Context: an optimization exercise on an open-source flow, tuned for small area. The choices shown serve that exercise and are no tape-out recipe.
Only simulation tests tie the RTL to the original design; equivalence was not proved.
No driver is modelled on the clock port, so clock power and skew are understated where the tree is cut down; a real chip needs a root buffer or a tree.
No activity file was given, so power comes from the tool's default toggle rates.

==> inputs of wip/juniper <==
==> flow/design.v <==
module Binary_mul_16_1_bi (P, A, B, clk, rst_n, en);
    input signed [15:0] A;
    input signed [15:0] B;
    input clk, rst_n, en;
    output [30:0] P;
    reg  [30:2] Pr;
    assign P = {Pr, (A[1] & B[0]) ^ (A[0] & B[1]), A[0] & B[0]};
    reg  [2:0]  k;
    reg  [15:0] H;
    reg         b_lo;
    wire        b_hi = B[{k, 1'b1}];
    wire        b_mi = B[{k, 1'b0}];
    wire one = b_mi ^ b_lo;
    wire two = (b_hi & ~b_mi & ~b_lo) | (~b_hi & b_mi & b_lo);
    wire neg = b_hi;
    wire [17:0] ax  = {{2{A[15]}}, A};
    wire [17:0] ax2 = {A[15], A, 1'b0};
    wire [17:0] hx  = {{2{H[15]}}, H};
    wire        run = (k != 3'd0);
    wire [17:0] pp, ac, T;
    wire [18:0] c;
    assign c[0] = neg;
    genvar i;
    generate
        for (i = 0; i < 18; i = i + 1) begin : g_add
            assign pp[i] = ((one & ax[i]) | (two & ax2[i])) ^ neg;
            assign ac[i] = run & hx[i];
            assign T[i]  = ac[i] ^ pp[i] ^ c[i];
            assign c[i+1] = (ac[i] & pp[i]) | (ac[i] & c[i]) | (pp[i] & c[i]);
        end
    endgenerate
    always @(posedge clk or negedge rst_n) begin
        if (!rst_n) k <= 3'd0;
        else        k <= k + 3'd1;
    end
    always @(posedge clk) begin
        H <= T[17:2];
        b_lo <= b_hi & (k != 3'd7);
        case (k)
            3'd1: Pr[3:2]   <= T[1:0];
            3'd2: Pr[5:4]   <= T[1:0];
            3'd3: Pr[7:6]   <= T[1:0];
            3'd4: Pr[9:8]   <= T[1:0];
            3'd5: Pr[11:10] <= T[1:0];
            3'd6: Pr[13:12] <= T[1:0];
            3'd7: Pr[30:14] <= T[16:0];
            default: ;
        endcase
    end
endmodule
==> flow/flow/run.sh <==
#!/bin/bash
# ORFS layout through the standard.sh, with three changes:
#  - synthesis is the standard script with an area-oriented ABC mapping
#    script (flow/area.abc); registers are untouched;
#  - port buffers use the smallest buffer cell;
#  - clock tree: three clock buffers fed by the clock port (flow/cts_hook.tcl),
#    each driving one cluster of registers, in place of
#    TritonCTS's two-level tree.
# Each tool's full output stays in orfs/logs; make's output goes to flow.log.
set -euo pipefail
W=$PWD
export MY_ABC_SCRIPT=$W/flow/area.abc
export CLOCK_BUFFERS=3
export CLOCK_BUFFER_CELL=sky130_fd_sc_hd__clkbuf_8
bash standard.sh \
  "SYNTH_SCRIPT=$W/flow/synth.tcl" \
  'BUFFER_PORTS_ARGS=-buffer_cell sky130_fd_sc_hd__buf_1' \
  "PRE_CTS_TCL=$W/flow/cts_hook.tcl" \
  finish > flow.log 2>&1
==> flow/flow/area.abc <==
strash
&get -n
&st
&dch -f
&nf -R 1000
&put
topo
==> flow/flow/cts_hook.tcl <==
proc one_level_clock {nbuf cell} {
  set block [ord::get_db_block]
  set pins {}
  set px {}
  set py {}
  foreach it [[$block findNet clk] getITerms] {
    set inst [$it getInst]
    set box [$inst getBBox]
    lappend pins $it
    lappend px [expr { ([$box xMin] + [$box xMax]) / 2.0 }]
    lappend py [expr { ([$box yMin] + [$box yMax]) / 2.0 }]
  }
  set n [llength $pins]
  # initial centres: spread along sorted x
  set order [lsort -real -indices $px]
  set cx {}
  set cy {}
  for {set c 0} {$c < $nbuf} {incr c} {
    set i [lindex $order [expr { int(($c + 0.5) * $n / $nbuf) }]]
    lappend cx [lindex $px $i]
    lappend cy [lindex $py $i]
  }
  for {set iter 0} {$iter < 50} {incr iter} {
    set asg {}
    for {set i 0} {$i < $n} {incr i} {
      set best 0
      set bd 1e30
      for {set c 0} {$c < $nbuf} {incr c} {
        set d [expr { abs([lindex $px $i] - [lindex $cx $c]) + abs([lindex $py $i] - [lindex $cy $c]) }]
        if { $d < $bd } { set bd $d; set best $c }
      }
      lappend asg $best
    }
    for {set c 0} {$c < $nbuf} {incr c} {
      set sx 0.0; set sy 0.0; set m 0
      for {set i 0} {$i < $n} {incr i} {
        if { [lindex $asg $i] == $c } {
          set sx [expr { $sx + [lindex $px $i] }]
          set sy [expr { $sy + [lindex $py $i] }]
          incr m
        }
      }
      if { $m > 0 } {
        lset cx $c [expr { $sx / $m }]
        lset cy $c [expr { $sy / $m }]
      }
    }
  }
  for {set c 0} {$c < $nbuf} {incr c} {
    set loads {}
    for {set i 0} {$i < $n} {incr i} {
      if { [lindex $asg $i] == $c } {
        set it [lindex $pins $i]
        lappend loads [get_pins [[$it getInst] getName]/[[$it getMTerm] getName]]
      }
    }
    if { [llength $loads] == 0 } { continue }
    set x [ord::dbu_to_microns [expr { int([lindex $cx $c]) }]]
    set y [ord::dbu_to_microns [expr { int([lindex $cy $c]) }]]
    puts "Clock buffer $c at ($x, $y) drives [llength $loads] registers"
    insert_buffer -buffer_cell $cell -net clk -load_pins $loads -location [list $x $y] \
      -buffer_name clkbuf_leaf_$c -net_name clknet_leaf_$c
  }
  foreach net [$block getNets] {
    if { [string match clk* [$net getName]] } {
      $net setSigType CLOCK
    }
  }
  set_propagated_clock [all_clocks]
}

rename clock_tree_synthesis orfs_clock_tree_synthesis
proc clock_tree_synthesis {args} {
  one_level_clock $::env(CLOCK_BUFFERS) $::env(CLOCK_BUFFER_CELL)
}
==> flow/flow/synth.tcl <==
proc synth {args} { yosys synth -nofsm -noshare {*}$args }
set fh [open $::env(SCRIPTS_DIR)/synth.tcl]
set body [read $fh]
close $fh
set body [string map [list {log_cmd abc {*}$abc_args} {log_cmd abc {*}[lreplace $abc_args 1 1 $::env(MY_ABC_SCRIPT)]}] $body]
uplevel #0 $body
# left out here: clear keep_hierarchy, flatten, clean up, hide names made inside functions, write 1_2_yosys.v
==> flow/standard.sh <==
#!/bin/bash
# synth_recipe.tcl (not shown) runs the flow's synth.tcl, then flattens the netlist and writes it again
# the make line also repeats each setting of config.mk as NAME=value (left out here)
make -C /OpenROAD-flow-scripts/flow DESIGN_CONFIG=/design/flow/config.mk WORK_HOME=/design/flow/orfs CLKGATE_MAP_FILE= SYNTH_SCRIPT=/design/flow/synth_recipe.tcl "${@:-finish}"
==> flow/config.mk <==
export PLATFORM = sky130hd
export DESIGN_NAME = Binary_mul_16_1_bi
export DESIGN_NICKNAME = Binary_mul_16_1_bi
export VERILOG_FILES = /design/flow/design.v
export SDC_FILE = /design/flow/constraint.sdc
export NUM_CORES = 4
export LEC_CHECK = 0
export CAP_MARGIN = 20
export CORE_MARGIN = 2
export CORE_UTILIZATION = 40
export SLEW_MARGIN = 20
==> flow/constraint.sdc <==
create_clock -name core_clock -period 10.0 [get_ports {clk}]
set_input_delay 2.0000 -clock core_clock [delete_from_list [all_inputs] [get_ports {clk}]]
set_output_delay 2.0000 -clock core_clock [all_outputs]
set_load 0.01 [all_outputs]
==> wip/nickel (differences from wip/juniper) <==
==> flow/design.v, changed modules only <==
module Binary_mul_16_1_bi (P, A, B, clk, rst_n, en);
    input signed [15:0] A;
    input signed [15:0] B;
    input clk, rst_n, en;
    output reg [30:0] P;
    reg  [2:0]  k;
    reg  [15:0] H;
    wire [16:0] Bx = {B, 1'b0};
    wire        b_hi = Bx[{k, 1'b0} + 5'd2];
    wire        b_mi = Bx[{k, 1'b0} + 5'd1];
    wire        b_lo = Bx[{k, 1'b0}];
    wire one = b_mi ^ b_lo;
    wire two = (b_hi & ~b_mi & ~b_lo) | (~b_hi & b_mi & b_lo);
    wire neg = b_hi;
    wire [16:0] mag = one ? {A[15], A} : two ? {A, 1'b0} : 17'd0;
    wire [17:0] pp  = {mag[16], mag} ^ {18{neg}};
    wire [17:0] acc = (k == 3'd0) ? 18'd0 : {{2{H[15]}}, H};
    wire [17:0] T   = acc + pp + {17'd0, neg};
    always @(posedge clk or negedge rst_n) begin
        if (!rst_n) k <= 3'd0;
        else        k <= k + 3'd1;
    end
    always @(posedge clk) begin
        H <= T[17:2];
        case (k)
            3'd0: P[1:0]   <= T[1:0];
            3'd1: P[3:2]   <= T[1:0];
            3'd2: P[5:4]   <= T[1:0];
            3'd3: P[7:6]   <= T[1:0];
            3'd4: P[9:8]   <= T[1:0];
            3'd5: P[11:10] <= T[1:0];
            3'd6: P[13:12] <= T[1:0];
            3'd7: P[30:14] <= T[16:0];
        endcase
    end
endmodule
==> flow/run.sh (new file) <==
#!/bin/bash
# synth_recipe.tcl (not shown) runs the flow's synth.tcl, then flattens the netlist and writes it again
# the make line also repeats each setting of config.mk as NAME=value (left out here)
make -C /OpenROAD-flow-scripts/flow DESIGN_CONFIG=/design/flow/config.mk WORK_HOME=/design/flow/orfs CLKGATE_MAP_FILE= SYNTH_SCRIPT=/design/flow/synth_recipe.tcl finish
removed: flow/flow/run.sh
removed: flow/flow/area.abc
removed: flow/flow/cts_hook.tcl
removed: flow/flow/synth.tcl
removed: flow/standard.sh
==> wip/violet (differences from wip/juniper) <==
==> flow/flow/run.sh (replaced) <==
#!/bin/bash
# ORFS layout through the standard.sh, with three changes:
#  - synthesis is the standard script with an area-oriented ABC mapping
#    script (flow/area.abc); registers are untouched;
#  - port buffers use the smallest buffer cell;
#  - clock tree: a single clock buffer (flow/cts_hook.tcl) in place of
#    TritonCTS's two-level tree.
# Each tool's full output stays in orfs/logs; make's output goes to flow.log.
set -euo pipefail
W=$PWD
export MY_ABC_SCRIPT=$W/flow/area.abc
export ONE_CLOCK_BUFFER=sky130_fd_sc_hd__clkbuf_8
bash standard.sh \
  "SYNTH_SCRIPT=$W/flow/synth.tcl" \
  'BUFFER_PORTS_ARGS=-buffer_cell sky130_fd_sc_hd__buf_1' \
  "PRE_CTS_TCL=$W/flow/cts_hook.tcl" \
  finish > flow.log 2>&1
==> flow/flow/cts_hook.tcl (replaced) <==
# Clock tree: one clock buffer, placed at the centre of the registers,
# drives every register's clock pin (all registers see the same clock).
rename clock_tree_synthesis orfs_clock_tree_synthesis
proc clock_tree_synthesis {args} {
  set block [ord::get_db_block]
  set sx 0.0
  set sy 0.0
  set n 0
  foreach inst [$block getInsts] {
    if { [[$inst getMaster] isSequential] } {
      set box [$inst getBBox]
      set sx [expr { $sx + ([$box xMin] + [$box xMax]) / 2.0 }]
      set sy [expr { $sy + ([$box yMin] + [$box yMax]) / 2.0 }]
      incr n
    }
  }
  set x [ord::dbu_to_microns [expr { int($sx / $n) }]]
  set y [ord::dbu_to_microns [expr { int($sy / $n) }]]
  puts "Clock buffer at ($x, $y) for $n registers"
  insert_buffer -buffer_cell $::env(ONE_CLOCK_BUFFER) -net clk -location [list $x $y] \
    -buffer_name clkbuf_root -net_name clknet_root
  [$block findNet clknet_root] setSigType CLOCK
  [$block findNet clk] setSigType CLOCK
  set_propagated_clock [all_clocks]
}
==> notes <==
- wip/juniper finished clean. wip/violet failed in clock tree synthesis (4_1_cts). wip/nickel went through all stages and came out clean.
- Final area: wip/juniper is smaller than wip/nickel (about 27%).
- Between wip/nickel and wip/juniper, the lower combinational power is in wip/juniper (gap 37%, measured against wip/juniper).
- Of wip/nickel and wip/juniper, wip/nickel has the higher wire length (gap about 60%, measured against wip/juniper).
- Against wip/juniper, the via count of wip/nickel is larger by about 55%.
- Power: wip/nickel is larger than wip/juniper (25%).
- Of wip/nickel and wip/juniper, wip/nickel has the higher die area (gap 27%, measured against wip/juniper).
- In wip/nickel the clock power is larger than in wip/juniper, by 92%.
- Against wip/nickel, the clock skew of wip/juniper is higher by 17 ps.
- Worst setup slack: wip/juniper is worse than wip/nickel (3500 ps).
The clock cells of wip/juniper come from the design's own scripts or RTL, not from TritonCTS.

-- port drivers added, routing unchanged --
In the flow no input, the clock included, has a driving cell. The finished layouts below were timed again as built, in two steps.
Step 1, drivers: a clkbuf_16 drives clk and a buf_2 each remaining input, both assumed.
Step 2, shift: input delay + t, output delay - t, t = (earliest + latest rising clock arrival at the registers) / 2. This alone moves slack from input paths to output paths.
Slacks: ideal / step 1 / step 2; pairs: ideal / step 1.
run	t (ns)	slack for setup (ns)	hold slack, ns	worst setup path at the end	worst slew at a driven data input, ns
wip/juniper	0.197	0.311 / 0.331 / 0.135	0.656 / 0.656 / 0.656	input to register	0.04
wip/nickel	0.327	3.817 / 3.822 / 3.496	0.639 / 0.639 / 0.639	input to register	0.04
After both steps setup and hold are still met in every run listed. The setup slack of wip/nickel, which loses most, moves by +0.005 ns with the drivers and by -0.321 ns with both steps.
